Context: an optimization exercise on an open-source flow, tuned for small area, a short achievable clock period and few clock cycles per item. The choices shown serve that exercise and are no tape-out recipe.
At most, simulation tests tie the RTL to the original design; equivalence was not proved.
No functional check of the RTL was part of runs 1, 2 and 4.
The flow treats the clock pin as an ideal source, which a real chip does not have.
Power and IR drop assume default switching activity.

<file path="design/flow/design.v">
`default_nettype none
module wb_slave_register #(
    parameter ADDR_WIDTH = 16,
    parameter DATA_WIDTH = 32,
    parameter GRANULE = 8,
    parameter REGISTER_NUM = 16,
    parameter SEL_WIDTH = DATA_WIDTH / GRANULE
) (
    input wire rst_i,
    input wire clk_i,
    input wire [ADDR_WIDTH-1:0] adr_i,
    input wire [DATA_WIDTH-1:0] dat_i,
    output reg [DATA_WIDTH-1:0] dat_o,
    input wire [SEL_WIDTH-1:0] sel_i,
    input wire we_i,
    input wire stb_i,
    output wire ack_o,
    output wire err_o,
    input wire cyc_i
);
    reg [DATA_WIDTH-1:0] register_value [0:REGISTER_NUM-1];
    reg ack;
    reg err;
    wire [2:0] hi_zero;
    wbr_nor4 u_z0 (.a(adr_i[4]),  .b(adr_i[5]),  .c(adr_i[6]),  .d(adr_i[7]),  .y(hi_zero[0]));
    wbr_nor4 u_z1 (.a(adr_i[8]),  .b(adr_i[9]),  .c(adr_i[10]), .d(adr_i[11]), .y(hi_zero[1]));
    wbr_nor4 u_z2 (.a(adr_i[12]), .b(adr_i[13]), .c(adr_i[14]), .d(adr_i[15]), .y(hi_zero[2]));
    wire in_range = &hi_zero;
    wire [3:0] idx = adr_i[3:0];
    wire [REGISTER_NUM-1:0] rsel;
    genvar g, gb;
    wbr_dec4 u_dec (.a(idx), .y(rsel));
    reg [REGISTER_NUM-1:0] wrow;
    wire wr_first = ~rst_i & stb_i & we_i & in_range & ~ack;
    wire [REGISTER_NUM-1:0] wsel;
    wire [REGISTER_NUM-1:0] wrow_d;
    wbr_dec4 u_wdec (.a(idx), .y(wsel));
    generate for (g = 0; g < REGISTER_NUM; g = g + 1) begin : wq
        wbr_and2 u_w (.a(wsel[g]), .b(wr_first), .y(wrow_d[g]));
    end endgenerate
    always @(posedge clk_i) begin
        wrow <= wrow_d;
    end
    wire [SEL_WIDTH-1:0] lane_en [0:REGISTER_NUM-1];
    generate for (g = 0; g < REGISTER_NUM; g = g + 1) begin : wen
        for (gb = 0; gb < SEL_WIDTH; gb = gb + 1) begin : lane
            wbr_a21o u_en (.a1(wrow[g]), .a2(sel_i[gb]), .b1(rst_i), .y(lane_en[g][gb]));
        end
    end endgenerate
    wire [DATA_WIDTH-1:0] wdata = dat_i & {DATA_WIDTH{~rst_i}};
    integer i, b;
    always @(posedge clk_i) begin
        for (i = 0; i < REGISTER_NUM; i = i + 1) begin
            for (b = 0; b < SEL_WIDTH; b = b + 1) begin
                if (lane_en[i][b]) begin
                    register_value[i][b*GRANULE+:GRANULE] <= wdata[b*GRANULE+:GRANULE];
                end
            end
        end
    end
    always @(posedge clk_i) begin
        if (rst_i) begin
            ack <= 1'b0;
            err <= 1'b0;
        end else begin
            ack <= stb_i & in_range & ~ack;
            err <= stb_i & ~in_range & ~err;
        end
    end
    wire [DATA_WIDTH-1:0] rdata;
    generate for (gb = 0; gb < DATA_WIDTH; gb = gb + 1) begin : rmux
        wire [REGISTER_NUM-1:0] col;
        for (g = 0; g < REGISTER_NUM; g = g + 1) begin : c
            assign col[g] = register_value[g][gb];
        end
        wire lo, hi;
        wbr_mux8 u_lo (.d(col[7:0]), .s(rsel[7:0]), .y(lo));
        wbr_mux8 u_hi (.d(col[15:8]), .s(rsel[15:8]), .y(hi));
        wbr_or2 u_o (.a(lo), .b(hi), .y(rdata[gb]));
    end endgenerate
    always @(posedge clk_i) begin
        dat_o <= rdata;
    end
    assign ack_o = ack;
    assign err_o = err;
endmodule
module wbr_dec4 (input wire [3:0] a, output wire [15:0] y);
    genvar k;
    generate for (k = 0; k < 16; k = k + 1) begin : d
        assign y[k] = (a == k);
    end endgenerate
endmodule
module wbr_nor4 (input wire a, input wire b, input wire c, input wire d, output wire y);
    assign y = ~(a | b | c | d);
endmodule
module wbr_and2 (input wire a, input wire b, output wire y);
    assign y = a & b;
endmodule
module wbr_mux8 (input wire [7:0] d, input wire [7:0] s, output wire y);
    assign y = |(d & s);
endmodule
module wbr_or2 (input wire a, input wire b, output wire y);
    assign y = a | b;
endmodule
module wbr_a21o (input wire a1, input wire a2, input wire b1, output wire y);
    assign y = (a1 & a2) | b1;
endmodule
</file>
<file path="design/flow/flow/run.sh">
#!/bin/bash
# The standard layout, with one change after clock tree synthesis: the tree's
# root buffer, which drives only the few buffers of the tree's first level,
# is removed and the clock port drives those buffers directly. Every
# register's clock still goes through the same number of buffers of the
# tree, so the skew between registers is unchanged.
set -euo pipefail
res=orfs/results/${FLOW_PLATFORM}/wb_slave_register/base
bash standard.sh cts > flow_1_to_cts.log 2>&1
openroad -no_init -exit flow/unroot.tcl > flow_2_unroot.log 2>&1
bash standard.sh finish > flow_3_to_finish.log 2>&1
</file>
<file path="design/flow/flow/unroot.tcl">
set odb_file orfs/results/$::env(FLOW_PLATFORM)/wb_slave_register/base/4_cts.odb
read_db $odb_file
set block [ord::get_db_block]
set clk_net [$block findNet clk_i]
set loads [$clk_net getITerms]
if {[llength $loads] != 1} {
  puts "clk_i drives [llength $loads] cell pins; nothing changed"
  exit 0
}
set root [[lindex $loads 0] getInst]
set master [[$root getMaster] getName]
if {![string match "sky130_fd_sc_hd__clkbuf_*" $master]} {
  puts "clk_i drives $master; nothing changed"
  exit 0
}
set out_net [[$root findITerm X] getNet]
set sinks {}
foreach it [$out_net getITerms] {
  if {[$it getInst] != $root} { lappend sinks $it }
}
if {[llength $sinks] > 4} {
  puts "root buffer drives [llength $sinks] pins; nothing changed"
  exit 0
}
puts "removing [$root getName] ($master), moving [llength $sinks] pins to clk_i"
foreach it $sinks {
  $it disconnect
  $it connect $clk_net
  puts "  [[$it getInst] getName]/[[$it getMTerm] getName]"
}
[$root findITerm A] disconnect
odb::dbInst_destroy $root
odb::dbNet_destroy $out_net
write_db $odb_file
puts "done"
</file>
<file path="design/flow/standard.sh">
#!/bin/bash
# synth_recipe.tcl (not shown) runs the flow's synth.tcl, then flattens the netlist and writes it again
# the make line also repeats each setting of config.mk as NAME=value (left out here)
make -C /OpenROAD-flow-scripts/flow DESIGN_CONFIG=/design/flow/config.mk WORK_HOME=/design/flow/orfs CLKGATE_MAP_FILE= SYNTH_SCRIPT=/design/flow/synth_recipe.tcl "${@:-finish}"
</file>
<file path="design/flow/config.mk">
export PLATFORM = sky130hd
export DESIGN_NAME = wb_slave_register
export DESIGN_NICKNAME = wb_slave_register
export VERILOG_FILES = /design/flow/design.v
export SDC_FILE = /design/flow/constraint.sdc
export NUM_CORES = 4
export LEC_CHECK = 0
export CAP_MARGIN = 20
export CORE_MARGIN = 2
export CORE_UTILIZATION = 60
export CTS_BUF_LIST = sky130_fd_sc_hd__clkbuf_8
export CTS_CLUSTER_DIAMETER = 60
export CTS_CLUSTER_SIZE = 16
export SETUP_SLACK_MARGIN = 3.15
export SLEW_MARGIN = 20
export SYNTH_HIERARCHICAL = 1
export SYNTH_MINIMUM_KEEP_SIZE = 0
</file>
<file path="design/flow/constraint.sdc">
create_clock -name core_clock -period 5.0 [get_ports {clk_i}]
set_input_delay 1.0000 -clock core_clock [delete_from_list [all_inputs] [get_ports {clk_i}]]
set_output_delay 1.0000 -clock core_clock [all_outputs]
set_load 0.01 [all_outputs]
</file>
==> notes.md, run 1 <==
- Status: finished clean
- Metal-1 WL: 20.9 mm
- Final min period: 2020 ps
- Post-route setup TNS: 0 ps
- Part of the power in registers: 66.8%
- Fraction of registers with async set/reset: 0%
- Overall power: 8.48 mW
- Least-Margin Pin Slew: 573 ps
- GRT Total Usage: 27.0%
- Top Metal Used: met5
- Pre-CTS setup slack: 1150 ps
- Share of the synthesized area in the top cell type: 75.6%
- I/O pins: 91
- Largest area contributor in the netlist: edfxtp_1
- Crit path launch type: primary input
- Fin. Hold Viols: 0
- Fin. max-slew vios: 0
- Synth Cell Area: 20300 sq um
- Synth Warn #: 9
- CTS tree: done
- Clock share of power: 25.0%
- First-pass GRT wire length: 69.3 mm
- Int Power: 6.60 mW
- Number of remaining DRC errors: 0
- Mapped Nets: 1135
- Hold Crit Start: err
- WL met2: 24.9 mm
- DP HPWL: 26.6 mm
- Placed Instances: 1628
- Area delta synth->final: 19.7%
- Tcrit/Tclk final: 40.4%
- Worst hold stages: 1
- # hold bufs at CTS: 0
- Count leader, synth: edfxtp_1
- GPL Wtd Cong: 0.756
- Share of layout cells above drive strength 1: 27.0%
- Worst VDD drop: 0.000259 V
- IO buf count: 89
- Wire length per cell: 29.3 um
- Post-Syn Instances: 1078
- Final worst slack: 2980 ps
- Row count: 67
- Die Ht: 188 um
- Final cell count without fillers: 1754
- R2R setup slack: 3580 ps
- Largest net degree at the start of global routing: 66
- Clock sinks: 562
- Worst r2r src: wrow[10]
- Max-cap viol count: 0
- Initial DRC Count: 1152
- Reg-to-reg endpoint: register_value[10][9]
- Detailed Routing Iterations Pass 1: 5
- Final Util: 72.7%
- Worst Hold Path EP: err
- Worst setup path class: primary input to flop
- H-tree levels: 2
- Syn avg cell area: 18.9 sq um
- Worst min-delay path class: flop to flop
- Synth unique cells: 22
- Pwr Density: 349 nW/um^2
- Worst slew margin: 61.8%
- Vias per cell: 6.57
- Post-route ant nets: 0
- Core area: 33400 sq um
- Setup Skew: 17.7 ps
- CTS Buf Count: 41
- Maximum root-to-sink buffer count: 3
- Worst skew pair latency: 400 ps
- # setup viols final: 0
- Starting Density: 60.8%
- Worst R2R Path Depth: 1
- WL met3: 4.07 mm
- Critical Path Sink Type: flop
- Drt total wl: 51.3 mm
- Worst EP arrival: 2310 ps
- Dominant cells by area after synthesis: edfxtp_1 76%, a22oi_1 9.5%, dfxtp_1 4.9%, a21o_1 2.4%, nand4_1 2.0%
- Register bit total from synthesis: 562
- EDFF count, synth: 512
- Worst EP required: 5280 ps
- Filler cells: 2039
- Sw power: 1.89 mW
- Vias in the first global route: 10900
- Initial antenna violation count: 1
- Nets: 1333
- Root buffer cell: clkbuf_8
- CP Max Fanout: 8
- Die width: 188 um
- Fmax: 495 MHz
- Clock transition at path regs: 100 ps
- Sw Ratio: 22.2%
- Final Instance Area: 24300 sq um
- Gr ovfl total: 0
- Smallest hold slack: 435 ps
- Sequential area share after synthesis: 80.5%
- Comb power frac: 8.3%
- Via count: 11500
- Die area: 35400 sq um
- Diodes inserted: 0
- Top FF cell, synth: edfxtp_1
- Leakage power: 8.44 nW
- Post-synth top cells: 512 x edfxtp_1, 256 x a22oi_1, 64 x a21o_1, 64 x nand4_1, 50 x dfxtp_1
- Placed Area: 22000 sq um
- RSZ-0062 raised after global routing: yes
## per-layer routing
metal | GRT usage (%) | vias up
met3 | 4.42 | 89
met2 | 42.5 | 539
met5 | 0 | -
met4 | 9.87 | 2
met1 | 38.7 | 5914
li1 | - | 4972
## power by group through the flow
stage / clock network [mW] / registers (mW) / logic [mW]
after floorplan: 0 / 5.74 / 0.272
after detailed placement: 0 / 5.75 / 0.600
after global placement: 0 / 5.73 / 0.593
final: 2.12 / 5.66 / 0.701
after global routing: 2.31 / 5.70 / 0.742
after CTS: 2.20 / 5.65 / 0.612
## registers in the layout, summed over array words and instances (netlist names)
register,flops
dat_o,32
register_value,512
wrow,16
err,1
ack,1
## cells in the final DEF, fill, tap and decap left out, types with 31 or more instances in the layout
| cell type | netlist | final |
|---|---|---|
| edfxtp_1 | 512 | 512 |
| a22oi_1 | 256 | 185 |
| inv_1 | 1 | 31 |
| a21o_1 | 64 | 34 |
| clkdlybuf4s50_1 | 0 | 34 |
| a22oi_2 | 0 | 71 |
| nand4_1 | 64 | 64 |
| dfxtp_1 | 50 | 36 |
| or2_1 | 32 | 32 |
| clkbuf_8 | 0 | 40 |
## how the worst max path moves through the flow
stage | start | to | cells past startpoint
floorplan | adr_i[1] | dat_o[0] | 5
global placement | adr_i[1] | dat_o[20] | 6
detailed placement | adr_i[0] | dat_o[24] | 7
CTS | dat_o[30] | dat_o[30] | 1
global route | adr_i[2] | dat_o[8] | 7
finish | adr_i[2] | dat_o[0] | 7
## repair_timing
item / CTS / global route
setup endpoints to repair: 770 / 1072
gates cloned: 10 / 14
setup buffers: 10 / 20
resized for setup: 300 / 179
pin swaps: 22 / 54
## worst max-delay path, cell delays in order
cell and delay, ps:
buf_16 120, buf_12 130, and4b_4 270, buf_12 180, a22oi_2 180, nand4_1 150
or2_1 270
## modules after synthesis, one instance, submodules excluded
module / times used / flops+latches / cells inside
wb_slave_register: 1 / 562 / 603
wbr_mux8: 64 / 0 / 5
wbr_dec4: 2 / 0 / 20
wbr_a21o: 64 / 0 / 1
wbr_nor4: 3 / 0 / 1
wbr_or2: 32 / 0 / 1
wbr_and2: 16 / 0 / 1
## area by class of cell
type,count,area [sq um],share of cell area (%)
well taps,448,561,2.30
clock inverters,32,128,0.525
multi-input cells,505,4620,19.0
inverters,1,3.75,0.0154
clock buffers,40,551,2.26
repair buffers,166,2080,8.54
flip-flops and latches,562,16400,67.4
## cell families after synthesis
kind of cell | Yosys count | share of synthesized area, %
flip-flops | 562 | 80.5
AO/OA/AOI/OAI | 320 | 11.8
buffers and inverters | 12 | 0.535
AND/OR/NAND/NOR | 184 | 7.11
==> run 2: changes to the inputs <==
--- a/design/flow/design.v
+++ b/design/flow/design.v
@@ -23,7 +23,3 @@
     reg err;
-    wire [2:0] hi_zero;
-    wbr_nor4 u_z0 (.a(adr_i[4]),  .b(adr_i[5]),  .c(adr_i[6]),  .d(adr_i[7]),  .y(hi_zero[0]));
-    wbr_nor4 u_z1 (.a(adr_i[8]),  .b(adr_i[9]),  .c(adr_i[10]), .d(adr_i[11]), .y(hi_zero[1]));
-    wbr_nor4 u_z2 (.a(adr_i[12]), .b(adr_i[13]), .c(adr_i[14]), .d(adr_i[15]), .y(hi_zero[2]));
-    wire in_range = &hi_zero;
+    wire in_range = (adr_i < REGISTER_NUM);
     wire [3:0] idx = adr_i[3:0];
@@ -34,8 +30,4 @@
     wire wr_first = ~rst_i & stb_i & we_i & in_range & ~ack;
-    wire [REGISTER_NUM-1:0] wsel;
     wire [REGISTER_NUM-1:0] wrow_d;
-    wbr_dec4 u_wdec (.a(idx), .y(wsel));
-    generate for (g = 0; g < REGISTER_NUM; g = g + 1) begin : wq
-        wbr_and2 u_w (.a(wsel[g]), .b(wr_first), .y(wrow_d[g]));
-    end endgenerate
+    wbr_wdec4 u_wdec (.a(idx), .en(wr_first), .y(wrow_d));
     always @(posedge clk_i) begin
@@ -92,7 +84,7 @@
 endmodule
-module wbr_nor4 (input wire a, input wire b, input wire c, input wire d, output wire y);
-    assign y = ~(a | b | c | d);
-endmodule
-module wbr_and2 (input wire a, input wire b, output wire y);
-    assign y = a & b;
+module wbr_wdec4 (input wire [3:0] a, input wire en, output wire [15:0] y);
+    genvar k;
+    generate for (k = 0; k < 16; k = k + 1) begin : d
+        assign y[k] = en & (a == k);
+    end endgenerate
 endmodule
==> notes.md, run 2 <==
- DP HPWL: 26.1 mm
- Placed Instances: 1610
- Detailed Routing Iterations Pass 1: 5
- Synth Cell Area: 20100 sq um
- Clock sinks: 562
- Vias in the first global route: 10600
- Top Registers: register_value: 512 flops, dat_o: 32 flops, wrow: 16 flops
- Reg-to-reg endpoint: wrow[8]
- Initial antenna violation count: 0
- Post-synth top cells: 512 x edfxtp_1, 256 x a22oi_1, 64 x a21o_1, 64 x nand4_1, 50 x dfxtp_1
- Core area: 32800 sq um
- Worst VDD drop: 0.000270 V
- Die Ht: 187 um
- Leakage power: 8.20 nW
- Commonest non-fill, non-tap cells in the layout: 512 x edfxtp_1, 192 x a22oi_1, 64 x a22oi_2, 64 x nand4_1, 40 x clkbuf_8
- Fin. max-slew vios: 0
- CP delay by family, top: simple AND/OR/NAND/NOR gates
- Register bit total from synthesis: 562
- GPL Wtd Cong: 0.866
- Worst r2r src: ack
- R2R setup slack: 3000 ps
- Worst setup path class: primary input to flop
- Maximum root-to-sink buffer count: 3
- Synth Warn #: 9
- Final cell count without fillers: 1735
- Post-route ant nets: 0
- Share of layout cells above drive strength 1: 28.0%
- Worst R2R Path Depth: 7
- Nets: 1321
- I/O pins: 91
- Synth unique cells: 29
- Slowest CP cell: or4_4
- Worst hold stages: 2
- Gr ovfl total: 0
- Worst Setup EP: wrow[8]
- Worst skew pair latency: 400 ps
- Tcrit/Tclk final: 45.7%
- EDFF count, synth: 512
- Crit path launch: adr_i[10]
- Row count: 66
- Mapped Nets: 1122
- Share of the synthesized area in the top cell type: 76.6%
- Most flops, register: register_value
- Post-Syn Instances: 1065
- Area delta synth->final: 19.2%
- Sequential area share after synthesis: 81.6%
- Worst min-delay path class: flop to flop
- Largest register FFs: 512
- Crit. path cell count: 7
- Wire length per cell: 27.8 um
- Root buffer cell: clkbuf_8
- Drt total wl: 48.2 mm
- Syn avg cell area: 18.9 sq um
- H-tree levels: 2
- Starting Density: 61.2%
- Max-cap viol count: 0
- Post-route setup TNS: 0 ps
- Least-Margin Pin Slew: 495 ps
- IO buf count: 89
- Critical Path Sink Type: flop
- Die width: 187 um
- # hold bufs at CTS: 0
- Fin. Hold Viols: 0
- Top FF cell, synth: edfxtp_1
- Largest net degree at the start of global routing: 68
- Top cell by count, worst path: buf_4
- Crit path buffers/inverters: 3
- Final min period: 2290 ps
- Worst EP required: 5320 ps
- Clock transition at path regs: 90 ps
- # setup viols final: 0
- Crit path launch type: primary input
- Die area: 34900 sq um
- Worst EP arrival: 2600 ps
- CTS tree: done
- Diodes inserted: 0
- Filler cells: 2032
- Final Util: 73.0%
- Initial DRC Count: 1281
- Setup Skew: 23.0 ps
- Multi-input gate area in the final layout: 4470 sq um
- RSZ-0062 raised after global routing: yes
- Vias per cell: 6.47
- Number of remaining DRC errors: 0
- Register Area: 16400 sq um
- First-pass GRT wire length: 67.6 mm
- GRT Total Usage: 26.2%
- Pwr Density: 352 nW/um^2
- Largest area contributor in the netlist: edfxtp_1
- Commonest non-fill, non-tap cell in the layout: edfxtp_1
- Count leader, synth: edfxtp_1
- Dominant cells by area after synthesis: edfxtp_1 77%, a22oi_1 9.6%, dfxtp_1 5.0%, a21o_1 2.4%, nand4_1 2.0%
- CP cell instances: buf_2 > or4_4 > nor4_4 > buf_4 > buf_4 > nand3b_1 > nor3_2
- CTS Buf Count: 41
- Slowest cell delay on critical path: 530 ps
- CP Max Fanout: 4
- Fmax: 437 MHz
- Status: finished clean
- Via count: 11200
- Fraction of registers with async set/reset: 0%
- Worst slew margin: 67.0%
## run 2: power breakdown
part,switching [mW],leakage (nW),internal (mW)
clock network,1.34,0.454,0.760
registers,0.117,5.35,5.54
logic,0.392,2.39,0.273
## run 2: worst min path at each step
stage,startpoint,to,slack [ps]
after floorplan,register_value[6][0],dat_o[0],520
after global placement,err,err,490
after detailed placement,err,err,530
after CTS,err,err,540
after global routing,err,err,560
final,err,err,520
## run 2: tightest hold or removal path: stages, from the launching register on
cell     delay (ps)
dfxtp_2         350
nor3b_1          50
o31a_1           90
## run 2: per-layer routing
layer | track usage, % | vias to the layer above | wire length (um)
met3 | 3.58 | 70 | 3540
met4 | 6.26 | 0 | 1160
met1 | 39.8 | 5779 | 20700
met5 | 0 | - | 0
met2 | 40.9 | 461 | 22800
li1 | - | 4922 | -
## run 2: cells by family (layout without fill, tap and decap cells)
logic type      Yosys count  after routing  synth area share, %
flops                   562            562                 81.6
compound gates          321            321                 12.0
simple gates            175            177                 6.14
buf+inv                   7            233                0.280
## run 2: what timing repair did
| item | CTS | global route |
|---|---|---|
| gates cloned | 7 | 8 |
| setup endpoints to repair | 898 | 1098 |
| hold endpoints to repair | 0 | 0 |
| setup buffers | 19 | 20 |
| pin swaps | 26 | 66 |
| gates resized for setup | 301 | 204 |
## run 2: cell type report
| cell class | count | share of cell area, % |
|---|---|---|
| Multi-Input combinational cell | 498 | 18.7 |
| Timing Repair Buffer | 162 | 7.63 |
| Tap cell | 442 | 2.31 |
| Sequential cell | 562 | 68.5 |
| Clock buffer | 40 | 2.30 |
| Clock inverter | 31 | 0.539 |
## run 2: modules after synthesis (local to each module, per instance)
| module | flip-flops and latches | cells | cell area [sq um] |
|---|---|---|---|
| wbr_or2 | 0 | 1 | 6.26 |
| wbr_mux8 | 0 | 5 | 36.3 |
| wbr_dec4 | 0 | 20 | 277 |
| wbr_a21o | 0 | 1 | 7.51 |
| wbr_wdec4 | 0 | 23 | 118 |
| wb_slave_register | 562 | 606 | 16700 |
## run 2: per-stage QoR
| step | hold slack, ps | total power, mW | setup WS (ps) | area (sq um) |
|---|---|---|---|---|
| 2_1_floorplan | 519 | 6.00 | 2490 | 20200 |
| 3_3_place_gp | 491 | 6.30 | 1060 | 21700 |
| 3_5_place_dp | 528 | 6.33 | 1010 | 21700 |
| 4_1_cts | 536 | 8.41 | 2900 | 22900 |
| 5_1_grt | 560 | 8.70 | 2690 | 23900 |
| 6_report | 520 | 8.42 | 2710 | 23900 |
==> run 3: changes to the inputs <==
--- a/design/flow/design.v
+++ b/design/flow/design.v
@@ -28,9 +28,5 @@
     wbr_dec4 u_dec (.a(idx), .y(rsel));
-    reg [REGISTER_NUM-1:0] wrow;
-    wire wr_first = ~rst_i & stb_i & we_i & in_range & ~ack;
-    wire [REGISTER_NUM-1:0] wrow_d;
-    wbr_wdec4 u_wdec (.a(idx), .en(wr_first), .y(wrow_d));
-    always @(posedge clk_i) begin
-        wrow <= wrow_d;
-    end
+    wire wr = ack & we_i;
+    wire [REGISTER_NUM-1:0] wrow;
+    wbr_wdec4 u_wdec (.a(idx), .en(wr), .y(wrow));
     wire [SEL_WIDTH-1:0] lane_en [0:REGISTER_NUM-1];
==> notes.md, run 3 <==
- Status: finished clean
- Final min period: 2180 ps
- Core area: 32500 sq um
- Mapped Nets: 1105
- Syn avg cell area: 18.8 sq um
- Fmax: 459 MHz
- Worst EP required: 5100 ps
- Register bit total from synthesis: 546
- Commonest non-fill, non-tap cell in the layout: edfxtp_1
- Worst VDD drop: 0.000281 V
- Diodes inserted: 0
- Largest area contributor in the netlist: edfxtp_1
- IO buf count: 89
- Worst setup path class: primary input to flop
- CP Max Fanout: 8
- Compound-Gate Fraction of Synth Area: 12.2%
- GRT Total Usage: 27.2%
- Detailed Routing Iterations Pass 1: 5
- Wire length per cell: 29.9 um
- Max-cap viol count: 0
- Die Ht: 185 um
- Post-synth top cells: 512 x edfxtp_1, 256 x a22oi_1, 64 x a21o_1, 64 x nand4_1, 34 x dfxtp_1
- Worst skew pair latency: 420 ps
- Drt total wl: 52.3 mm
- Starting Density: 60.8%
- Dominant cells by area after synthesis: edfxtp_1 78%, a22oi_1 9.7%, dfxtp_1 3.5%, a21o_1 2.4%, nand4_1 2.0%
- Vias in the first global route: 10800
- Gr ovfl total: 0
- Critical Path Sink Type: flop
- CTS tree: done
- Worst min-delay path class: flop to flop
- Number of remaining DRC errors: 0
- Area delta synth->final: 26.2%
- DP HPWL: 25.0 mm
- Clock transition at path regs: 90 ps
- Setup Skew: 33.1 ps
- # setup viols final: 0
- Pre-CTS setup slack: 1390 ps
- # hold bufs at CTS: 0
- Top Registers: register_value: 512 flops, dat_o: 32 flops
- Root buffer cell: clkbuf_8
- Initial antenna violation count: 0
- Sequential area share after synthesis: 81.4%
- EDFF count, synth: 512
- Via count: 11600
- Largest net degree at the start of global routing: 42
- Synth Cell Area: 19700 sq um
- Count leader, synth: edfxtp_1
- Share of layout cells above drive strength 1: 35.0%
- Most flops, register: register_value
- Post-route ant nets: 0
- Die area: 34300 sq um
- Clock sinks: 546
- Synth unique cells: 29
- Fin. Hold Viols: 0
- First-pass GRT wire length: 66.9 mm
- Synth Area in Adders: 0%
- Post-route setup TNS: 0 ps
- Worst EP arrival: 2280 ps
- Crit path launch type: primary input
- Post-Syn Instances: 1048
- Vias per cell: 6.64
- Commonest non-fill, non-tap cells in the layout: 512 x edfxtp_1, 137 x a22oi_1, 119 x a22oi_2, 64 x nand4_1, 63 x a21o_4
- Initial DRC Count: 1156
- Least-Margin Pin Slew: 586 ps
- Leakage power: 8.35 nW
- Die width: 185 um
- Filler cells: 1847
- Synth Warn #: 9
- Fin. max-slew vios: 0
- I/O pins: 91
- Largest register FFs: 512
- Top FF cell, synth: edfxtp_1
- Nets: 1337
- GPL Wtd Cong: 0.770
- Xor-xnor portion of the synthesized cell area: 0%
- Final worst slack: 2820 ps
- Main combinational cell family by area after synthesis: compound AO/OA/AOI/OAI gates
- Mux contribution to synthesized area: 0%
- H-tree levels: 2
- Pwr Density: 336 nW/um^2
- Post-Synth Simple-Gate Area: 6.10%
- Fraction of registers with async set/reset: 0%
- Maximum root-to-sink buffer count: 3
- Worst slew margin: 60.9%
- RSZ-0062 raised after global routing: yes
- Smallest hold slack: 515 ps
- Row count: 66
- CTS Buf Count: 40
- Share of the synthesized area in the top cell type: 77.9%
- Tcrit/Tclk final: 43.6%
[run 3: worst max-delay path, stage by stage]
cell,delay [ps]
buf_6,60
and2_4,170
or3b_4,420
nor3_4,340
a21o_4,270
[run 3: Yosys stat by module, one instance, submodules excluded]
module	cells	copies in the design
wb_slave_register	589	1
wbr_wdec4	23	1
wbr_or2	1	32
wbr_dec4	20	1
wbr_mux8	5	64
wbr_a21o	1	64
[run 3: cell type report]
| class | instances | area (sq um) | share of cell area (%) |
|---|---|---|---|
| tap | 442 | 553 | 2.22 |
| clock buffer | 41 | 564 | 2.27 |
| sequential | 546 | 16100 | 64.6 |
| clock inverter | 28 | 120 | 0.483 |
| multi-input combinational | 497 | 5130 | 20.6 |
| timing repair buffer | 196 | 2450 | 9.84 |
[run 3: metrics by stage]
step / total power [mW] / utilization, % / area, sq um / cells
6_report: 8.37 / 76.7 / 24900 / 1750
5_1_grt: 8.63 / 76.7 / 24900 / 1750
4_1_cts: 8.30 / 72.1 / 23400 / 1708
3_5_place_dp: 6.23 / 67.6 / 21900 / 1595
3_3_place_gp: 6.20 / 67.6 / 21900 / 1595
2_1_floorplan: 5.89 / - / 20400 / 1048
[run 3: cell families (layout without fill, tap and decap cells)]
logic type             Yosys count  in the layout
flip-flops                     546            546
buffers and inverters            7            265
AO/OA/AOI/OAI                  321            321
AND/OR/NAND/NOR                174            176
[run 3: report_power, final]
group	leakage [nW]	switching [mW]	total, mW	internal, mW
registers	5.22	0.128	5.54	5.42
logic	2.70	0.425	0.739	0.313
clock network	0.430	1.31	2.08	0.772
[run 3: layer usage]
layer  GRT usage [%]  vias to the layer above  part of all wire, %
li1                -                     4949                    -
met1            38.5                     5916                   40
met2            44.2                      616                   48
met3            4.03                      131                  8.0
met4            8.98                        0                  4.3
met5               0                        -                    0
[run 3: what timing repair did]
item / CTS / global route
setup endpoints to repair: 770 / 1002
cloned: 8 / 19
setup buffers: 35 / 24
pin swaps: 37 / 67
gates resized for setup: 292 / 199
[run 3: final timing paths]
path	start	end	slack, ps	depth (start not counted)
setup / recovery	we_i	register_value[0][18]	2820	5
hold / removal	err	err	520	2
setup reg to reg	ack	register_value[0][18]	2990	5
hold reg to reg	err	err	520	2
Testbench counts of run 3, summed over its fixed seeds: cycles 14,392, items 4,800.
==> run 4: changes to the inputs <==
--- a/design/flow/design.v
+++ b/design/flow/design.v
@@ -23,3 +23,7 @@
     reg err;
-    wire in_range = (adr_i < REGISTER_NUM);
+    wire [2:0] hi_zero;
+    wbr_nor4 u_z0 (.a(adr_i[4]),  .b(adr_i[5]),  .c(adr_i[6]),  .d(adr_i[7]),  .y(hi_zero[0]));
+    wbr_nor4 u_z1 (.a(adr_i[8]),  .b(adr_i[9]),  .c(adr_i[10]), .d(adr_i[11]), .y(hi_zero[1]));
+    wbr_nor4 u_z2 (.a(adr_i[12]), .b(adr_i[13]), .c(adr_i[14]), .d(adr_i[15]), .y(hi_zero[2]));
+    wire in_range = &hi_zero;
     wire [3:0] idx = adr_i[3:0];
@@ -28,5 +32,13 @@
     wbr_dec4 u_dec (.a(idx), .y(rsel));
-    wire wr = ack & we_i;
-    wire [REGISTER_NUM-1:0] wrow;
-    wbr_wdec4 u_wdec (.a(idx), .en(wr), .y(wrow));
+    reg [REGISTER_NUM-1:0] wrow;
+    wire wr_first = ~rst_i & stb_i & we_i & in_range & ~ack;
+    wire [REGISTER_NUM-1:0] wsel;
+    wire [REGISTER_NUM-1:0] wrow_d;
+    wbr_dec4 u_wdec (.a(idx), .y(wsel));
+    generate for (g = 0; g < REGISTER_NUM; g = g + 1) begin : wq
+        wbr_and2 u_w (.a(wsel[g]), .b(wr_first), .y(wrow_d[g]));
+    end endgenerate
+    always @(posedge clk_i) begin
+        wrow <= wrow_d;
+    end
     wire [SEL_WIDTH-1:0] lane_en [0:REGISTER_NUM-1];
@@ -63,6 +75,6 @@
         end
-        wire lo, hi;
-        wbr_mux8 u_lo (.d(col[7:0]), .s(rsel[7:0]), .y(lo));
-        wbr_mux8 u_hi (.d(col[15:8]), .s(rsel[15:8]), .y(hi));
-        wbr_or2 u_o (.a(lo), .b(hi), .y(rdata[gb]));
+        wire lo_n, hi_n;
+        wbr_mux8n u_lo (.d(col[7:0]), .s(rsel[7:0]), .y(lo_n));
+        wbr_mux8n u_hi (.d(col[15:8]), .s(rsel[15:8]), .y(hi_n));
+        wbr_nand2 u_o (.a(lo_n), .b(hi_n), .y(rdata[gb]));
     end endgenerate
@@ -80,13 +92,13 @@
 endmodule
-module wbr_wdec4 (input wire [3:0] a, input wire en, output wire [15:0] y);
-    genvar k;
-    generate for (k = 0; k < 16; k = k + 1) begin : d
-        assign y[k] = en & (a == k);
-    end endgenerate
+module wbr_nor4 (input wire a, input wire b, input wire c, input wire d, output wire y);
+    assign y = ~(a | b | c | d);
 endmodule
-module wbr_mux8 (input wire [7:0] d, input wire [7:0] s, output wire y);
-    assign y = |(d & s);
+module wbr_and2 (input wire a, input wire b, output wire y);
+    assign y = a & b;
 endmodule
-module wbr_or2 (input wire a, input wire b, output wire y);
-    assign y = a | b;
+module wbr_mux8n (input wire [7:0] d, input wire [7:0] s, output wire y);
+    assign y = ~|(d & s);
+endmodule
+module wbr_nand2 (input wire a, input wire b, output wire y);
+    assign y = ~(a & b);
 endmodule
==> design/flow/flow/run.sh (replaced) <==
#!/bin/bash
# The standard layout, with one change at the end of clock tree synthesis
# (flow/post_cts.tcl, run through ORFS's POST_CTS_TCL hook): the tree's root
# buffer, which drives only the few buffers of the tree's first level, is
# removed and the clock port drives those buffers directly; timing is then
# repaired again as the CTS step does. Every register's clock still goes
# through the same number of buffers, so the skew between registers is
# unchanged.
set -euo pipefail
export POST_CTS_TCL="$PWD/flow/post_cts.tcl"
bash standard.sh finish > flow_standard.log 2>&1
==> design/flow/flow/post_cts.tcl (new file) <==
set block [ord::get_db_block]
set clk_net [$block findNet clk_i]
set loads [$clk_net getITerms]
set root ""
if {[llength $loads] == 1} {
  set root [[lindex $loads 0] getInst]
  if {![string match "sky130_fd_sc_hd__clkbuf_*" [[$root getMaster] getName]]} {
    set root ""
  }
}
if {$root != ""} {
  set out_net [[$root findITerm X] getNet]
  set sinks {}
  foreach it [$out_net getITerms] {
    if {[$it getInst] != $root} { lappend sinks $it }
  }
  if {[llength $sinks] <= 4} {
    puts "post_cts: removing [$root getName], moving [llength $sinks] pins to clk_i"
    foreach it $sinks {
      $it disconnect
      $it connect $clk_net
    }
    [$root findITerm A] disconnect
    odb::dbInst_destroy $root
    odb::dbNet_destroy $out_net
    estimate_parasitics -placement
    repair_timing_helper
    detailed_placement
    check_placement -verbose
  } else {
    puts "post_cts: root buffer drives [llength $sinks] pins; nothing changed"
  }
} else {
  puts "post_cts: clock port does not drive a single clock buffer; nothing changed"
}
removed: design/flow/flow/unroot.tcl
==> notes.md, run 4 <==
- Status: finished clean
- Share of layout cells above drive strength 1: 31.0%
- Row count: 67
- Fmax: 491 MHz
- Synth Area in Adders: 0%
- Smallest hold slack: 443 ps
- Worst EP required: 5340 ps
- Main combinational cell family by area after synthesis: compound AO/OA/AOI/OAI gates
- Vias per cell: 6.45
- Final cell count without fillers: 1788
- Core area: 33500 sq um
- GPL Wtd Cong: 0.792
- WL met2: 25.8 mm
- Setup Skew: 33.5 ps
- Pwr Density: 345 nW/um^2
- Post-route setup TNS: 0 ps
- Initial antenna violation count: 0
- Worst EP arrival: 2380 ps
- Fin. max-slew vios: 0
- Worst slew margin: 60.6%
- Register bit total from synthesis: 562
- Diodes inserted: 0
- Critical Path Sink Type: flop
- First-pass GRT wire length: 72.0 mm
- GRT Total Usage: 28.0%
- Top Registers: register_value: 512 flops, dat_o: 32 flops, wrow: 16 flops
- Metal-1 WL: 20.5 mm
- CP cell instances: buf_16 > buf_12 > nor4b_4 > buf_6 > buf_12 > buf_12 > a22oi_2 > and4_4 > nand2_1
- Fin. Hold Viols: 0
- Largest net degree at the start of global routing: 38
- Final Instance Area: 24900 sq um
- Tcrit/Tclk final: 40.7%
- Number of remaining DRC errors: 0
- RSZ-0062 raised after global routing: yes
- Post-route ant nets: 0
- Largest area contributor in the netlist: edfxtp_1
- Worst skew pair latency: 420 ps
- Fraction of registers with async set/reset: 0%
- Wire length per cell: 28.6 um
- Post-synth top cells: 512 x edfxtp_1, 256 x a22oi_1, 66 x and4_1
- EDFF count, synth: 512
- Clock sinks: 562
- CP Max Fanout: 8
- Least-Margin Pin Slew: 588 ps
- DP HPWL: 27.3 mm
- Top FF cell, synth: edfxtp_1
- IO buf count: 89
- I/O pins: 91
- Die width: 188 um
- Drt total wl: 51.2 mm
- Via count: 11500
- Worst VDD drop: 0.000282 V
- Mux contribution to synthesized area: 0%
- Gr ovfl total: 0
- Synth unique cells: 21
- Share of the synthesized area in the top cell type: 75.3%
- Worst min-delay path class: flop to flop
- Commonest non-fill, non-tap cells in the layout: 512 x edfxtp_1, 196 x a22oi_1, 60 x a22oi_2, 57 x and4_1, 55 x a21o_2
- Synth Warn #: 9
- Slowest CP cell: nor4b_4
- Clock transition at path regs: 100 ps
- Largest register FFs: 512
- Crit path buffers/inverters: 5
- Nets: 1367
- Leakage power: 8.52 nW
- Initial DRC Count: 1025
- Mapped Nets: 1135
- Die Ht: 188 um
- Final min period: 2040 ps
- Sequential area share after synthesis: 80.2%
- CTS tree: done
- Vias in the first global route: 11400
- Synth Cell Area: 20400 sq um
- Starting Density: 60.9%
- Top Metal Used: met4
- CP delay by family, top: buffers and inverters
- Top cell by count, worst path: buf_12
- Area delta synth->final: 22.2%
- # setup viols final: 0
- Crit path launch type: primary input
- Compound-Gate Fraction of Synth Area: 11.8%
- Post-Synth Simple-Gate Area: 7.48%
- Slowest cell delay on critical path: 270 ps
- Most flops, register: register_value
- Detailed Routing Iterations Pass 1: 5
- Max-cap viol count: 0
- Commonest non-fill, non-tap cell in the layout: edfxtp_1
- Final Util: 74.4%
- Count leader, synth: edfxtp_1
- Dominant cells by area after synthesis: edfxtp_1 75%, a22oi_1 9.4%, dfxtp_1 4.9%, and4_1 2.8%, a21o_1 2.4%
- Post-Syn Instances: 1078
- Worst setup path class: primary input to flop
- Placed Instances: 1635
- WL met3: 3.48 mm
- Syn avg cell area: 18.9 sq um
- Placed Area: 22100 sq um
- Die area: 35500 sq um
- Xor-xnor portion of the synthesized cell area: 0%
[run 4: worst paths after layout]
kind	endpoint	slack, ps	startpoint	depth (start not counted)
max	dat_o[18]	2960	adr_i[3]	9
min	err	440	err	1
max reg2reg	wrow[12]	3620	ack	6
min reg2reg	err	440	err	1
[run 4: layout make-up]
class	instances	area, sq um
clock buffers	42	578
clock inverters	30	148
fillers	1976	8590
inverters	1	3.75
multi-input cells	505	4650
flip-flops and latches	562	16400
well taps	448	561
repair buffers	200	2610
[run 4: kinds of logic (layout without fill, tap and decap cells)]
logic type | count (synthesis) | after routing
simple gates | 184 | 185
buf+inv | 12 | 273
flops | 562 | 562
compound gates | 320 | 320
[run 4: through the flow]
step / power [mW] / worst slack, ps
after floorplan: 6.01 / 2440
after global placement: 6.32 / 1220
after detailed placement: 6.35 / 1190
after global routing: 8.87 / 2930
final: 8.60 / 2960
[run 4: per-module statistics from Yosys (local to each module, per instance)]
module | copies in the design | cells inside
wbr_nand2 | 32 | 1
wbr_mux8n | 64 | 5
wbr_a21o | 64 | 1
wbr_and2 | 16 | 1
wb_slave_register | 1 | 603
wbr_dec4 | 2 | 20
wbr_nor4 | 3 | 1
[run 4: metal layers]
metal	vias up	track usage (%)
met5	-	0
met4	0	8.86
met3	96	4.28
met1	5914	37.7
met2	498	47.5
li1	5033	-
[run 4: worst reg2reg max path, cell delays in order (launching register included)]
cell and delay, ps:
dfxtp_2 340, buf_4 130, buf_4 140, nor4_4 260, buf_4 190, clkbuf_16 140
and2_4 130
[run 4: report_power, final]
| group | internal (mW) | switching (mW) |
|---|---|---|
| Combinational | 0.322 | 0.412 |
| Clock | 0.841 | 1.36 |
| Sequential | 5.54 | 0.120 |
| Total | 6.71 | 1.89 |
==> run 5: changes to the inputs <==
--- a/design/flow/design.v
+++ b/design/flow/design.v
@@ -29,10 +29,16 @@
     wire [3:0] idx = adr_i[3:0];
-    wire [REGISTER_NUM-1:0] rsel;
-    genvar g, gb;
-    wbr_dec4 u_dec (.a(idx), .y(rsel));
+    genvar g, gb, gq;
+    wire [3:0] pre_lo, pre_hi;
+    wbr_dec2 u_pre_lo (.a(idx[1:0]), .y(pre_lo));
+    wbr_dec2 u_pre_hi (.a(idx[3:2]), .y(pre_hi));
+    wire [REGISTER_NUM-1:0] rsel [0:3];
+    generate for (gq = 0; gq < 4; gq = gq + 1) begin : rdec
+        for (g = 0; g < REGISTER_NUM; g = g + 1) begin : line
+            wbr_and2 u_s (.a(pre_lo[g % 4]), .b(pre_hi[g / 4]), .y(rsel[gq][g]));
+        end
+    end endgenerate
     reg [REGISTER_NUM-1:0] wrow;
     wire wr_first = ~rst_i & stb_i & we_i & in_range & ~ack;
-    wire [REGISTER_NUM-1:0] wsel;
     wire [REGISTER_NUM-1:0] wrow_d;
-    wbr_dec4 u_wdec (.a(idx), .y(wsel));
+    wire [REGISTER_NUM-1:0] wsel = rsel[0];
     generate for (g = 0; g < REGISTER_NUM; g = g + 1) begin : wq
@@ -76,4 +82,4 @@
         wire lo_n, hi_n;
-        wbr_mux8n u_lo (.d(col[7:0]), .s(rsel[7:0]), .y(lo_n));
-        wbr_mux8n u_hi (.d(col[15:8]), .s(rsel[15:8]), .y(hi_n));
+        wbr_mux8n u_lo (.d(col[7:0]), .s(rsel[gb / 8][7:0]), .y(lo_n));
+        wbr_mux8n u_hi (.d(col[15:8]), .s(rsel[gb / 8][15:8]), .y(hi_n));
         wbr_nand2 u_o (.a(lo_n), .b(hi_n), .y(rdata[gb]));
@@ -86,7 +92,7 @@
 endmodule
-module wbr_dec4 (input wire [3:0] a, output wire [15:0] y);
-    genvar k;
-    generate for (k = 0; k < 16; k = k + 1) begin : d
-        assign y[k] = (a == k);
-    end endgenerate
+module wbr_dec2 (input wire [1:0] a, output wire [3:0] y);
+    assign y[0] = (a == 2'd0);
+    assign y[1] = (a == 2'd1);
+    assign y[2] = (a == 2'd2);
+    assign y[3] = (a == 2'd3);
 endmodule
==> notes.md, run 5 <==
- Status: finished clean
- RSZ-0062 raised after global routing: yes
- Detailed Routing Iterations Pass 1: 5
- Synth Warn #: 9
- CP cell instances: buf_6 > nor4_4 > nand3_2 > nor4_4 > buf_4 > buf_6 > buf_12 > and2_4
- Via count: 11000
- CP Max Fanout: 8
- Worst Hold Path EP: err
- Clock sinks: 562
- Worst setup path class: primary input to flop
- R2R setup slack: 3630 ps
- DP HPWL: 28.1 mm
- Area delta synth->final: 18.2%
- Count leader, synth: edfxtp_1
- Largest area contributor in the netlist: edfxtp_1
- Wire length per cell: 25.3 um
- Commonest non-fill, non-tap cell in the layout: edfxtp_1
- Hold Crit Start: err
- Setup Skew: 40.8 ps
- Tcrit/Tclk final: 38.8%
- First-pass GRT wire length: 66.7 mm
- Final min period: 1940 ps
- Share of layout cells above drive strength 1: 32.1%
- Share of the synthesized area in the top cell type: 75.7%
- CTS tree: done
- Initial antenna violation count: 0
- Diodes inserted: 0
- Reg-to-reg endpoint: wrow[6]
- Post-route setup TNS: 0 ps
- Worst min-delay path class: flop to flop
- Crit path launch type: primary input
- Synth Area in Adders: 0%
- Syn avg cell area: 18.3 sq um
- Synth unique cells: 19
- Leakage power: 8.09 nW
- Worst skew pair latency: 430 ps
- Initial DRC Count: 875
- Worst EP required: 5340 ps
- Placed Instances: 1645
- Worst r2r src: ack
- Pwr Density: 355 nW/um^2
- EDFF count, synth: 512
- Vias in the first global route: 11100
- # setup viols final: 0
- Die area: 35300 sq um
- Most flops, register: register_value
- Post-synth top cells: 512 x edfxtp_1, 256 x a22oi_1, 80 x and2_1
- Largest register FFs: 512
- Max-cap viol count: 0
- I/O pins: 91
- Least-Margin Pin Slew: 586 ps
- Register bit total from synthesis: 562
- Crit path launch: adr_i[15]
- Worst EP arrival: 2280 ps
- Main combinational cell family by area after synthesis: compound AO/OA/AOI/OAI gates
- Post-route ant nets: 0
- Mux contribution to synthesized area: 0%
- Nets: 1332
- Fmax: 515 MHz
- Starting Density: 60.7%
- Crit path buffers/inverters: 4
- Slowest cell delay on critical path: 280 ps
- Largest net degree at the start of global routing: 61
- Top Registers: register_value: 512 flops, dat_o: 32 flops, wrow: 16 flops
- Worst R2R Path Depth: 6
- Compound-Gate Fraction of Synth Area: 11.8%
- Commonest non-fill, non-tap cells in the layout: 512 x edfxtp_1, 147 x a22oi_1, 109 x a22oi_2, 71 x and2_4, 55 x and4_1
- Worst hold stages: 2
- Xor-xnor portion of the synthesized cell area: 0%
- Dominant cells by area after synthesis: edfxtp_1 76%, a22oi_1 9.5%, dfxtp_1 4.9%, and4_1 2.8%, and2_1 2.5%
- Post-Synth Simple-Gate Area: 7.47%
- Slowest CP cell: nor4_4
- Sequential area share after synthesis: 80.6%
- IO buf count: 89
- Die width: 188 um
- Critical Path Sink Type: flop
- Number of remaining DRC errors: 0
- Mapped Nets: 1167
- Vias per cell: 6.25
- Fin. max-slew vios: 0
- CP delay by family, top: simple AND/OR/NAND/NOR gates
- GRT Total Usage: 25.0%
- Fraction of registers with async set/reset: 0%
- Top FF cell, synth: edfxtp_1
- Drt total wl: 44.4 mm
- Worst VDD drop: 0.000308 V
- Fin. Hold Viols: 0
- Gr ovfl total: 0
- Post-Syn Instances: 1110
- Final cell count without fillers: 1756
- Row count: 67
- Core area: 33400 sq um
- Worst slew margin: 60.8%
- Die Ht: 188 um
- Clock transition at path regs: 90 ps
- Synth Cell Area: 20300 sq um
- GPL Wtd Cong: 0.785
[run 5: cell families (layout without fill, tap and decap cells)]
group,count (synthesis),after routing
buffers and inverters,4,195
flip-flops,562,562
AO/OA/AOI/OAI,320,320
AND/OR/NAND/NOR,224,231
[run 5: cell type report]
| class | instances | area [sq um] |
|---|---|---|
| clock buffer | 42 | 578 |
| inverter | 1 | 3.75 |
| timing repair buffer | 119 | 1240 |
| clock inverter | 33 | 159 |
| multi-input combinational | 551 | 5070 |
| sequential | 562 | 16400 |
| fill | 2129 | 9450 |
| tap | 448 | 561 |
[run 5: how the worst max path moves through the flow]
| stage | endpoint | slack [ps] | depth (start not counted) |
|---|---|---|---|
| 2_1_floorplan | wrow[0] | 3040 | 4 |
| 3_3_place_gp | dat_o[18] | 1920 | 6 |
| 3_5_place_dp | dat_o[24] | 1900 | 6 |
| 5_1_grt | wrow[6] | 3040 | 8 |
| 6_report | wrow[6] | 3060 | 8 |
[run 5: tightest hold or removal path: cells and delay by family, from the launching register on]
| kind | cells | cell delay [ps] |
|---|---|---|
| buffers and inverters | 1 | 100 |
| flip-flops | 1 | 350 |
| AND/OR/NAND/NOR | 1 | 40 |
[run 5: Yosys stat by module (local to each module, per instance)]
module | cell area, sq um | flops+latches | copies in the design | cells
wb_slave_register | 16600 | 562 | 1 | 603
wbr_mux8n | 38.8 | 0 | 64 | 5
wbr_dec2 | 26.3 | 0 | 2 | 4
wbr_nor4 | 12.5 | 0 | 3 | 1
wbr_a21o | 7.51 | 0 | 64 | 1
wbr_and2 | 6.26 | 0 | 80 | 1
wbr_nand2 | 3.75 | 0 | 32 | 1
[run 5: per-layer routing]
metal	global-route usage, %	up-vias	routed length (um)
met3	4.02	61	2830
met1	35.8	5584	19000
met4	5.03	0	758
met2	41.4	387	21800
met5	0	-	0
li1	-	4944	-
[run 5: metrics by stage]
stage	hold WS [ps]	area (sq um)	setup WS, ps	util [%]	total power, mW
floorplan	465	20600	3040	-	6.01
finish	515	24000	3060	71.8	8.53
global route	525	24000	3040	71.8	8.81
global placement	419	22000	1920	65.8	6.31
detailed placement	410	22000	1900	65.8	6.33
[run 5: power by group]
group	leakage (nW)	switching (mW)	internal, mW
combinational	2.26	0.388	0.265
sequential	5.35	0.125	5.54
clock	0.475	1.36	0.844
total	8.09	1.87	6.65
Testbench counts of run 5, summed over its fixed seeds: cycles 14,392, items 4,800.
==> run 6: changes to the inputs <==
--- a/design/flow/design.v
+++ b/design/flow/design.v
@@ -40,3 +40,3 @@
     reg [REGISTER_NUM-1:0] wrow;
-    wire wr_first = ~rst_i & stb_i & we_i & in_range & ~ack;
+    wire wr_first = ~rst_i & stb_i & we_i & ~ack;
     wire [REGISTER_NUM-1:0] wrow_d;
@@ -49,2 +49,6 @@
     end
+    wire [REGISTER_NUM-1:0] wrow_ok;
+    generate for (g = 0; g < REGISTER_NUM; g = g + 1) begin : wok
+        wbr_and2 u_k (.a(wrow[g]), .b(ack), .y(wrow_ok[g]));
+    end endgenerate
     wire [SEL_WIDTH-1:0] lane_en [0:REGISTER_NUM-1];
@@ -52,3 +56,3 @@
         for (gb = 0; gb < SEL_WIDTH; gb = gb + 1) begin : lane
-            wbr_a21o u_en (.a1(wrow[g]), .a2(sel_i[gb]), .b1(rst_i), .y(lane_en[g][gb]));
+            wbr_a21o u_en (.a1(wrow_ok[g]), .a2(sel_i[gb]), .b1(rst_i), .y(lane_en[g][gb]));
         end
--- a/design/flow/config.mk
+++ b/design/flow/config.mk
@@ -13,3 +13,3 @@
 export CTS_CLUSTER_SIZE = 16
-export SETUP_SLACK_MARGIN = 3.15
+export SETUP_SLACK_MARGIN = 3.1
 export SLEW_MARGIN = 20
==> notes.md, run 6 <==
- Sw power: 1.85 mW
- Synth Area in Adders: 0%
- Post-synth top cells: 512 x edfxtp_1, 256 x a22oi_1, 96 x and2_1
- Number of remaining DRC errors: 0
- Worst VDD drop: 0.000294 V
- Worst EP arrival: 980 ps
- Filler cells: 2214
- Part of the power in registers: 66.8%
- Mux contribution to synthesized area: 0%
- Worst EP required: 4000 ps
- Starting Density: 60.9%
- Initial antenna violation count: 0
- Diodes inserted: 0
- Tcrit/Tclk final: 39.7%
- Nets: 1346
- Fmax: 504 MHz
- Die width: 188 um
- Worst min-delay path class: flop to flop
- Dominant cells by area after synthesis: edfxtp_1 75%, a22oi_1 9.4%, dfxtp_1 4.9%, and2_1 2.9%, and4_1 2.7%
- Post-Syn Instances: 1125
- Largest area contributor in the netlist: edfxtp_1
- Max-cap viol count: 0
- Register bit total from synthesis: 562
- Largest net degree at the start of global routing: 67
- Final worst slack: 3020 ps
- Pwr Density: 356 nW/um^2
- CP Max Fanout: 2
- # setup viols final: 0
- Synth unique cells: 19
- Vias per cell: 6.25
- Post-route ant nets: 0
- Drt total wl: 46.3 mm
- Post-Synth Simple-Gate Area: 7.94%
- Top FF cell, synth: edfxtp_1
- Fin. Hold Viols: 0
- Largest register FFs: 512
- Commonest non-fill, non-tap cell in the layout: edfxtp_1
- Status: finished clean
- RSZ-0062 raised after global routing: yes
- Die Ht: 188 um
- Syn avg cell area: 18.2 sq um
- First-pass GRT wire length: 67.4 mm
- Die area: 35500 sq um
- Clock transition at path regs: 100 ps
- Pre-CTS setup slack: 1870 ps
- Xor-xnor portion of the synthesized cell area: 0%
- Least-Margin Pin Slew: 621 ps
- Mapped Nets: 1182
- Detailed Routing Iterations Pass 1: 5
- EDFF count, synth: 512
- Gr ovfl total: 0
- I/O pins: 91
- Count leader, synth: edfxtp_1
- Final Instance Area: 23800 sq um
- Clock share of power: 25.7%
- DP HPWL: 28.3 mm
- Met1 global-route usage: 34.7%
- Most flops, register: register_value
- Core area: 33500 sq um
- Sequential area share after synthesis: 80.2%
- Vias in the first global route: 11000
- Synth Warn #: 9
- Worst skew pair latency: 420 ps
- Setup Skew: 32.4 ps
- GPL Wtd Cong: 0.761
- GRT Total Usage: 25.6%
- Wire length per cell: 26.2 um
- Worst slew margin: 58.4%
- Initial DRC Count: 921
- Comb power frac: 7.5%
- Share of layout cells above drive strength 1: 27.4%
- Slowest cell delay on critical path: 330 ps
- Final min period: 1980 ps
- CP cell instances: buf_6 > buf_6
- Top cell by count, worst path: buf_6
- Commonest non-fill, non-tap cells in the layout: 512 x edfxtp_1, 173 x a22oi_1, 83 x a22oi_2, 56 x and4_1, 51 x and2_4
- Sw Ratio: 21.8%
- Post-route setup TNS: 0 ps
- Leakage power: 8.02 nW
- Synth Cell Area: 20400 sq um
- Row count: 67
- Area delta synth->final: 16.5%
- IO buf count: 89
- Main combinational cell family by area after synthesis: compound AO/OA/AOI/OAI gates
- Most used routing layer: met2
- Worst setup path class: flop to output port
- Share of the synthesized area in the top cell type: 75.3%
- Fin. max-slew vios: 0
- Via count: 11000
- Compound-Gate Fraction of Synth Area: 11.8%
- Slowest CP cell: dfxtp_2
- Crit path launch type: flop
- Clock sinks: 562
- M3 GR Usage: 3.39%
- Int Power: 6.63 mW
- Overall power: 8.48 mW
- Fraction of registers with async set/reset: 0%
- Met2 GRT Util: 44.8%
- Placed Area: 22000 sq um
- Top Registers: register_value: 512 flops, dat_o: 32 flops, wrow: 16 flops
- Critical Path Sink Type: output port
- CTS tree: done
==> run 6: cells by family after synthesis <==
kind of cell    count (synthesis)
buf+inv                         3
compound gates                320
flops                         562
simple gates                  240
==> run 6: final cells by class <==
cell class	instances	area, sq um	share of cell area, %
sequential	562	16400	68.9
multi-input combinational	567	4990	21.0
timing repair buffer	118	1120	4.72
clock buffer	45	619	2.60
tap	448	561	2.36
clock inverter	27	109	0.458
==> run 6: modules after synthesis, one instance, submodules excluded <==
module	flops+latches	times used	cell area, sq um
wb_slave_register	562	1	16600
wbr_mux8n	0	64	38.8
wbr_dec2	0	2	26.3
wbr_nor4	0	3	12.5
wbr_a21o	0	64	7.51
wbr_and2	0	96	6.26
wbr_nand2	0	32	3.75
==> run 6: per-stage QoR <==
step	std cells	utilization (%)	hold WS [ps]
after floorplan	1125	-	559
after global placement	1664	65.6	579
after detailed placement	1664	65.6	588
after global routing	1767	70.9	638
final	1767	70.9	599
==> run 6: worst paths after layout <==
path | start | to | slack, ps | cells after the start
worst max-delay path | ack | ack_o | 3020 | 2
worst max register to register | ack | register_value[5][18] | 3140 | 4
worst min register to register | register_value[4][0] | dat_o[0] | 600 | 3
worst min-delay path | register_value[4][0] | dat_o[0] | 600 | 3
==> run 6: critical path, delay by kind of cell (launching register included) <==
family	cells	cell delay, ps
buffers and inverters	2	240
DFF	1	330
==> run 6: power by group through the flow <==
stage          clock [mW]  sequential [mW]  combinational, mW
3_5_place_dp            0             5.75              0.584
2_1_floorplan           0             5.74              0.258
3_3_place_gp            0             5.73              0.575
5_1_grt              2.39             5.69              0.682
6_report             2.18             5.66              0.638
==> run 6: per-layer routing <==
layer	vias up	share of wire, %
li1	4995	-
met5	-	0
met2	365	51
met4	0	2.0
met1	5611	40
met3	68	6.3
Testbench counts of run 6, summed over its fixed seeds: cycles 14,392, items 4,800.
==> run 7: changes to the inputs <==
--- a/design/flow/config.mk
+++ b/design/flow/config.mk
@@ -13,3 +13,3 @@
 export CTS_CLUSTER_SIZE = 16
-export SETUP_SLACK_MARGIN = 3.1
+export SETUP_SLACK_MARGIN = 3.15
 export SLEW_MARGIN = 20
==> notes.md, run 7 <==
- Via count: 11000
- Least-Margin Pin Slew: 562 ps
- Mapped Nets: 1182
- Nets: 1339
- IO buf count: 89
- Die width: 188 um
- Initial DRC Count: 886
- Gr ovfl total: 0
- Worst VDD drop: 0.000267 V
- Post-synth top cells: 512 x edfxtp_1, 256 x a22oi_1, 96 x and2_1
- GRT Total Usage: 24.8%
- Wire length per cell: 25.6 um
- Dominant cells by area after synthesis: edfxtp_1 75%, a22oi_1 9.4%, dfxtp_1 4.9%, and2_1 2.9%, and4_1 2.7%
- Worst min-delay path class: flop to flop
- Synth Warn #: 9
- Largest net degree at the start of global routing: 73
- I/O pins: 91
- Vias in the first global route: 11000
- Post-Syn Instances: 1125
- Final Instance Area: 23900 sq um
- Worst r2r src: ack
- Synth Cell Area: 20400 sq um
- Setup Skew: 24.4 ps
- DP HPWL: 28.7 mm
- Vias per cell: 6.24
- Worst EP required: 5280 ps
- Final worst slack: 3090 ps
- Clock transition at path regs: 100 ps
- Top FF cell, synth: edfxtp_1
- Critical Path Sink Type: flop
- R2R setup slack: 3200 ps
- Drt total wl: 45.2 mm
- Commonest non-fill, non-tap cells in the layout: 512 x edfxtp_1, 165 x a22oi_1, 91 x a22oi_2, 70 x and2_4, 57 x and4_1
- Clock sinks: 562
- Worst hold stages: 2
- Die Ht: 188 um
- First-pass GRT wire length: 66.2 mm
- Area delta synth->final: 17.0%
- Overall power: 8.46 mW
- Final min period: 1910 ps
- Hold Crit Start: err
- GPL Wtd Cong: 0.767
- Fraction of registers with async set/reset: 0%
- Core area: 33500 sq um
- Sequential area share after synthesis: 80.2%
- Tcrit/Tclk final: 38.3%
- Pre-CTS setup slack: 1980 ps
- Leakage power: 8.09 nW
- Fin. Hold Viols: 0
- Register bit total from synthesis: 562
- Count leader, synth: edfxtp_1
- Top Registers: register_value: 512 flops, dat_o: 32 flops, wrow: 16 flops
- CTS tree: done
- Starting Density: 60.9%
- RSZ-0062 raised after global routing: yes
- Share of layout cells above drive strength 1: 27.8%
- Reg-to-reg endpoint: register_value[4][13]
- Most flops, register: register_value
- Die area: 35500 sq um
- EDFF count, synth: 512
- Status: finished clean
- Share of the synthesized area in the top cell type: 75.3%
- Pwr Density: 354 nW/um^2
- Synth unique cells: 19
- Post-route setup TNS: 0 ps
- Worst slew margin: 62.5%
- Crit path launch type: primary input
- Placed Area: 22100 sq um
- Detailed Routing Iterations Pass 1: 5
- Post-route ant nets: 0
- Diodes inserted: 0
- Worst skew pair latency: 410 ps
- Commonest non-fill, non-tap cell in the layout: edfxtp_1
- Syn avg cell area: 18.2 sq um
- Worst setup path class: primary input to flop
- Fin. max-slew vios: 0
- Worst Hold Path EP: err
- Max-cap viol count: 0
- Worst R2R Path Depth: 3
- Initial antenna violation count: 0
- Worst EP arrival: 2200 ps
- Row count: 67
- # setup viols final: 0
- Largest register FFs: 512
- Number of remaining DRC errors: 0
- Largest area contributor in the netlist: edfxtp_1
- CP Max Fanout: 8
- Smallest hold slack: 608 ps
- Fmax: 522 MHz
==> run 7: logic make-up after synthesis <==
logic type	Yosys count	synth area share (%)
AO/OA/AOI/OAI	320	11.8
buffers and inverters	3	0.104
flip-flops	562	80.2
AND/OR/NAND/NOR	240	7.94
==> run 7: metrics by stage <==
| stage | utilization [%] | cells |
|---|---|---|
| 2_1_floorplan | - | 1125 |
| 3_3_place_gp | 65.9 | 1663 |
| 3_5_place_dp | 65.9 | 1663 |
| 5_1_grt | 71.3 | 1763 |
| 6_report | 71.3 | 1763 |
==> run 7: area by class of cell <==
cell class | instances | area, sq um
multi-input cells | 567 | 5050
repair buffers | 111 | 1160
well taps | 448 | 561
fillers | 2161 | 9640
flip-flops and latches | 562 | 16400
clock buffers | 43 | 592
clock inverters | 32 | 128
==> run 7: how the worst max path moves through the flow <==
| stage | start | end | slack [ps] | depth (start not counted) |
|---|---|---|---|---|
| finish | adr_i[3] | dat_o[17] | 3090 | 8 |
| global route | ack | ack_o | 3070 | 1 |
| detailed placement | adr_i[3] | dat_o[2] | 1980 | 6 |
| global placement | rst_i | register_value[2][19] | 1990 | 3 |
| floorplan | rst_i | register_value[0][0] | 3120 | 2 |
==> run 7: worst max-delay path, cell delays in order <==
cell     delay (ps)
buf_8           110
nor2b_4         140
buf_12          130
buf_16          140
and2_4          180
a22oi_2         190
and4_1          230
nand2_1          80
==> run 7: where the power goes <==
group	switching [mW]	internal, mW
combinational	0.389	0.264
clock	1.33	0.808
sequential	0.124	5.54
==> run 7: metal layers <==
| layer | wire length [um] | vias up | track usage (%) |
|---|---|---|---|
| met5 | 0 | - | 0 |
| met3 | 2820 | 49 | 3.74 |
| met2 | 23100 | 318 | 42.7 |
| met1 | 18700 | 5650 | 34.4 |
| li1 | - | 4978 | - |
| met4 | 651 | 0 | 4.84 |
==> run 7: modules after synthesis, one instance, submodules excluded <==
module / times used / cell area, sq um / cells inside
wbr_nor4: 3 / 12.5 / 1
wbr_nand2: 32 / 3.75 / 1
wbr_a21o: 64 / 7.51 / 1
wbr_mux8n: 64 / 38.8 / 5
wb_slave_register: 1 / 16600 / 602
wbr_dec2: 2 / 26.3 / 4
wbr_and2: 96 / 6.26 / 1
==> run 8: changes to the inputs <==
--- a/design/flow/config.mk
+++ b/design/flow/config.mk
@@ -9,3 +9,3 @@
 export CORE_MARGIN = 2
-export CORE_UTILIZATION = 60
+export CORE_UTILIZATION = 70
 export CTS_BUF_LIST = sky130_fd_sc_hd__clkbuf_8
==> notes.md, run 8 <==
- Clock transition at path regs: 110 ps
- First-pass GRT wire length: 70.0 mm
- Setup Skew: 22.1 ps
- Fin. max-slew vios: 0
- Worst VDD drop: 0.000297 V
- Dominant cells by area after synthesis: edfxtp_1 75%, a22oi_1 9.4%, dfxtp_1 4.9%, and2_1 2.9%, and4_1 2.7%
- Leakage power: 8.11 nW
- R2R setup slack: 3180 ps
- Nets: 1344
- EDFF count, synth: 512
- Worst EP arrival: 2270 ps
- Status: finished clean
- Worst min-delay path class: flop to flop
- Fin. Hold Viols: 0
- Clock share of power: 25.1%
- Share of layout cells above drive strength 1: 28.8%
- Fraction of registers with async set/reset: 0%
- Gr ovfl total: 0
- Share of the synthesized area in the top cell type: 75.3%
- Worst setup path class: primary input to flop
- Most flops, register: register_value
- Mapped Nets: 1182
- # setup viols final: 0
- GRT Total Usage: 31.2%
- Worst Hold Path EP: dat_o[6]
- GPL Wtd Cong: 0.828
- Post-Syn Instances: 1125
- Post-synth top cells: 512 x edfxtp_1, 256 x a22oi_1, 96 x and2_1
- Top Registers: register_value: 512 flops, dat_o: 32 flops, wrow: 16 flops
- Synth Cell Area: 20400 sq um
- Largest area contributor in the netlist: edfxtp_1
- Initial DRC Count: 1474
- Smallest hold slack: 619 ps
- Sw power: 1.85 mW
- Worst EP required: 5300 ps
- Row count: 62
- Core area: 28700 sq um
- CP Max Fanout: 6
- Part of the power in registers: 66.9%
- Reg-to-reg endpoint: register_value[5][13]
- Post-route setup TNS: 0 ps
- Largest register FFs: 512
- Drt total wl: 47.1 mm
- DP HPWL: 28.5 mm
- Hold Crit Start: register_value[9][6]
- Worst skew pair latency: 410 ps
- Via count: 11500
- Post-route ant nets: 0
- Tcrit/Tclk final: 39.4%
- Int Power: 6.64 mW
- Worst slew margin: 64.4%
- Wire length per cell: 27.7 um
- Sequential area share after synthesis: 80.2%
- IO buf count: 89
- Die area: 30600 sq um
- Diodes inserted: 0
- Commonest non-fill, non-tap cells in the layout: 512 x edfxtp_1, 157 x a22oi_1, 99 x a22oi_2, 70 x and2_4, 55 x and4_1
- Vias in the first global route: 11400
- CTS tree: done
- Starting Density: 71.1%
- Top FF cell, synth: edfxtp_1
- Synth unique cells: 19
- Pre-CTS setup slack: 1890 ps
- Die Ht: 175 um
- Count leader, synth: edfxtp_1
- Register bit total from synthesis: 562
- I/O pins: 91
- Overall power: 8.49 mW
- Comb power frac: 8.0%
- Pwr Density: 355 nW/um^2
- Commonest non-fill, non-tap cell in the layout: edfxtp_1
- Detailed Routing Iterations Pass 1: 5
- Fmax: 507 MHz
- Die width: 175 um
- Worst r2r src: ack
- RSZ-0062 raised after global routing: yes
- Max-cap viol count: 0
- Largest net degree at the start of global routing: 39
- Worst R2R Path Depth: 3
- Least-Margin Pin Slew: 534 ps
- Crit path launch type: primary input
- Final min period: 1970 ps
- Initial antenna violation count: 0
- Final worst slack: 3030 ps
- Vias per cell: 6.77
- Critical Path Sink Type: flop
- Sw Ratio: 21.8%
- Syn avg cell area: 18.2 sq um
- Worst hold stages: 3
- Number of remaining DRC errors: 0
- Synth Warn #: 9
- Area delta synth->final: 17.1%
- Clock sinks: 562
## run 8: logic make-up (layout without fill, tap and decap cells)
kind of cell / count (synthesis) / after routing / share of synthesized area, %
simple gates: 240 / 246 / 7.94
compound gates: 320 / 320 / 11.8
buf+inv: 3 / 189 / 0.104
flops: 562 / 562 / 80.2
## run 8: worst max path at each step
stage,startpoint,endpoint,slack [ps],cells after the start
after floorplan,rst_i,register_value[0][0],3120,2
after global placement,adr_i[0],dat_o[2],1970,6
after detailed placement,rst_i,register_value[1][21],1890,3
after global routing,adr_i[1],dat_o[26],3040,9
final,adr_i[1],dat_o[1],3030,8
## run 8: final cells by class
class,instances,area (sq um)
multi-input combinational,566,5040
tap,384,480
clock buffer,44,606
sequential,562,16400
clock inverter,28,114
fill,1403,4780
timing repair buffer,117,1280
## run 8: power groups by stage
stage / combinational [mW] / sequential, mW / clock (mW)
2_1_floorplan: 0.267 / 5.74 / 0
3_3_place_gp: 0.582 / 5.73 / 0
3_5_place_dp: 0.596 / 5.75 / 0
5_1_grt: 0.715 / 5.71 / 2.33
6_report: 0.675 / 5.68 / 2.14
## run 8: critical path, cell delays in order
cell     delay [ps]
buf_12          110
nor2b_4         160
buf_12          150
buf_12          140
and2_4          190
a22oi_1         160
and4_1          260
nand2_1         100
## run 8: per-stage QoR
stage               cells  area (sq um)  utilization [%]
floorplan            1125         20600                -
finish               1701         23900             83.3
global route         1701         23900             83.3
global placement     1604         22000             76.8
detailed placement   1604         22000             76.8
## run 8: per-layer routing
metal	wire length [um]	track usage [%]	vias to the layer above
li1	-	-	4991
met1	17900	44.5	5782
met2	23400	51.4	642
met3	4410	4.53	96
met4	1360	9.58	0
met5	0	0	-
## run 8: modules after synthesis, one instance, submodules excluded
module,copies in the design,flip-flops and latches
wbr_dec2,2,0
wbr_nand2,32,0
wbr_nor4,3,0
wbr_mux8n,64,0
wbr_and2,96,0
wb_slave_register,1,562
wbr_a21o,64,0

what the ideal ports hide:
In the flow no input, the clock included, has a driving cell. The finished layouts below were timed again as built, in two steps. Step 1: set_driving_cell puts a clkbuf_16 on clk_i and a buf_2 on each other input, an assumption about the parent block. Step 2, shift: input delay + t, output delay - t, t = (earliest + latest rising clock arrival at the registers) / 2. This alone moves slack from input paths to output paths. Three values: no drivers, after step 1, after step 2; two values: the first two.
run | t (ns) | setup WS [ns]
run 1 | 0.472 | 2.978 / 2.889 / 2.417
run 2 | 0.465 | 2.714 / 2.722 / 2.257
run 3 | 0.485 | 2.821 / 2.851 / 2.366
run 4 | 0.480 | 2.963 / 2.974 / 2.494
run 5 | 0.484 | 3.059 / 3.053 / 2.618
run 6 | 0.486 | 3.015 / 2.937 / 2.617
run 7 | 0.482 | 3.086 / 3.006 / 2.646
run 8 | 0.471 | 3.029 / 3.017 / 2.562
After both steps setup and hold are still met in every run listed.
